Background: an optimization exercise with open tools, aiming at small area and a short achievable clock period. Do not read the settings as production practice. In this exercise RTL edits were held to simulation tests only and were not proved equivalent to the original. No activity file was given, so power comes from the tool's default toggle rates.

// CPU
module CPU(
    input clk,
    input reset,
    output [15:0] imem_addr,
    input [15:0] imem_data,
    output rf_we,
    output [3:0] rf_waddr,
    output [15:0] rf_wdata,
    output flag_n,
    output flag_z
);
    reg [15:0] pc;
    wire [15:0] ir;
    wire [15:0] A, B, X;
    wire [15:0] nB = ~B;
    wire [15:0] nb3;                    
    wire [5:0] nb3_lo = ~(B[5:0] + {B[4:0], 1'b0});    
    wire [15:0] x_d, x_e, ra_d, ra_e, result;
    wire [3:0] d_d, d_e;
    wire is_div_d, is_jmp_d, is_cmp_d, is_div_e, is_jmp_e, is_cmp_e;
    wire [5:0] q_d;
    wire [10:0] q_e;
    wire [15:0] b3_d, b3_e;
    reg [15:0] result_reg;              
    reg [15:0] result_wb;               
    reg [3:0] write_addr_wb;
    reg write_enable;
    reg N_reg, Z_reg;
    assign imem_addr = pc;
    assign rf_we = write_enable;
    assign rf_waddr = write_addr_wb;
    assign rf_wdata = result_reg;
    assign flag_n = N_reg;
    assign flag_z = Z_reg;
    Fetch fetch(.clk(clk), .reset(reset), .imem_data(imem_data), .instruction(ir));
    RegisterFile rf(.clk(clk), .reset(reset), .write_enable(write_enable),
                    .write_addr(write_addr_wb), .write_data(result_wb),
                    .exec_we(~is_jmp_e), .exec_addr(d_e),
                    .next_read_addr1(imem_data[11:8]), .next_read_addr2(imem_data[7:4]),
                    .read_data1(A), .read_data2(B));
    ALU alu(.A(A), .B(B), .opcode(ir[15:12]), .imm(ir[11:0]), .X(X), .nb3(nb3));
    wire [1:0] s1_0_r;
    wire [1:0] s1_0_q;
    DivStep4 #(.L(14)) s1_0(.rin(1'b0), .a(A[15:14]), .nb(nB), .nb3({10'b0, nb3_lo}), .q(s1_0_q), .rout(s1_0_r));
    wire [3:0] s1_1_r;
    wire [1:0] s1_1_q;
    DivStep4 #(.L(12)) s1_1(.rin(s1_0_r), .a(A[13:12]), .nb(nB), .nb3({10'b0, nb3_lo}), .q(s1_1_q), .rout(s1_1_r));
    wire [5:0] s1_2_r;
    wire [1:0] s1_2_q;
  ...
Size: about 2,900 cells after synthesis, about 450 flip-flops, roughly 29,000 um2 of cells after synthesis.
clock: 27.0 ns
lec_check: 0
cap_margin: 20
core_margin: 2
core_utilization: 55
slew_margin: 20
standard.sh (not shown) runs the stock make flow with config.mk's settings and CLKGATE_MAP_FILE= SYNTH_SCRIPT=/design/flow/synth_recipe.tcl, a recipe that flattens the netlist after the stock synthesis.
==> flow/flow/run.sh <==
#!/bin/bash
# Layout flow: the standard flow (standard synthesis included, unchanged),
# with two changes to how the layout is made:
#  - the timing repair is asked for more setup slack than the constraint
#    needs (flow/setup_margin.txt, ns), so that it sizes and buffers the
#    critical paths towards a shorter period;
#  - clock tree synthesis gets the arguments in flow/cts_args.txt.
# The clock period and constraints are the standard flow's own (constraint.sdc).
set -euo pipefail
MARGIN=$(cat flow/setup_margin.txt)
CTS=$(cat flow/cts_args.txt)
bash standard.sh SETUP_SLACK_MARGIN="$MARGIN" CTS_ARGS="$CTS" finish > standard_flow.log 2>&1
==> flow/flow/cts_args.txt <==
-sink_clustering_enable -repair_clock_nets -dont_use_dummy_load -sink_clustering_size 24 -sink_clustering_max_diameter 90
==> flow/flow/setup_margin.txt <==
20.2
Rerun with:
==> flow/flow/setup_margin.txt (replaced) <==
20.7
Effect: The new run passed the timing, design-rule and antenna checks. First-iteration DRC count is higher by 8.3%. Hold slack is better by 0.0082 ns. Cell area is higher by 6.7%. Clock power hardly moves. Maximum frequency is higher by 2.1%. Synthesized cell count is unchanged. Total power is higher by 6.6%.

* * *

Starting RTL as in the previous note.
## CPU
module CPU(
    input clk,
    input reset,
    output [15:0] imem_addr,
    input [15:0] imem_data,
    output rf_we,
    output [3:0] rf_waddr,
    output [15:0] rf_wdata,
    output flag_n,
    output flag_z
);
Settings: LEC_CHECK=0, CAP_MARGIN=20, CORE_MARGIN=2, CORE_UTILIZATION=55, SLEW_MARGIN=20; clock period 27.0 ns.
==> flow/flow/setup_margin.txt <==
20.0
Scripts as last shown in full above: flow/flow/run.sh, flow/flow/cts_args.txt
Rerun with:
==> flow/flow/setup_margin.txt (replaced) <==
20.45
Result: The new run went through all stages and came out clean; die area is unchanged; cell area goes up by 2.9%; global-route usage goes up by 0.97 points; sequential share of layout area goes down by 1.0 points; total power goes up by 2.5%; first-iteration DRC count goes up by 4.6%; hold slack gets worse by 0.0037 ns; maximum frequency goes up by 6.2%; clock-buffer cell count does not change.
Rerun with:
==> flow/flow/setup_margin.txt (replaced) <==
19.8
The new run finished with timing, DRC and antenna clean; count of clock-buffer cells in the layout stays the same; critical path depth does not change; final cell count is lower by 2.6%; first-iteration DRC count shrinks by about 0.7%.
Rerun with:
--- a/flow/config.mk
+++ b/flow/config.mk
@@ -9,3 +9,3 @@
 export CORE_MARGIN = 2
-export CORE_UTILIZATION = 55
+export CORE_UTILIZATION = 65
 export SLEW_MARGIN = 20
Non-clock buffer count went up by 4.
Setup slack degrades by 0.10 ns.
Routed wire length fell by 3.4%.
Total power climbs by 0.71%.
Sequential share of layout area stays flat.
Die area came out lower by 15%.
Global-route usage is higher by 4.3 points.
Clock power barely changes.
Combinational power barely changes.
Utilization rises by 11 points.
Clock-buffer cell count stays the same.

[what the ideal ports hide]
Ports are ideal in the flow. The routed layouts listed here were re-timed in OpenROAD. Step 1, drivers: a clkbuf_16 drives clk and a buf_2 each remaining input, both assumed. Step 2, shift: input delay + t, output delay - t, t = (earliest + latest rising clock arrival at the registers) / 2. This alone moves slack from input paths to output paths. Slacks: no drivers / after step 1 / after step 2; pairs: no drivers / after step 1.
run	t, ns	setup WS [ns]	worst slew at a driven data input, ns	cell pins on the clock port's net
the first run of note 1	0.645	20.237 / 20.194 / 19.549	0.11	1
the second run of note 1	0.649	20.374 / 20.305 / 20.053	0.13	1
the first run of note 2	0.622	20.020 / 19.957 / 19.453	0.12	1
the second run of note 2	0.625	20.429 / 20.365 / 19.925	0.10	1
the third run of note 2	0.619	19.915 / 19.853 / 19.258	0.12	1
the fourth run of note 2	0.627	19.814 / 19.753 / 19.347	0.11	1
After both steps setup and hold are still met in every run listed. The setup slack of the first run of note 1, which loses most, moves by -0.043 ns with the drivers and by -0.688 ns with both steps.
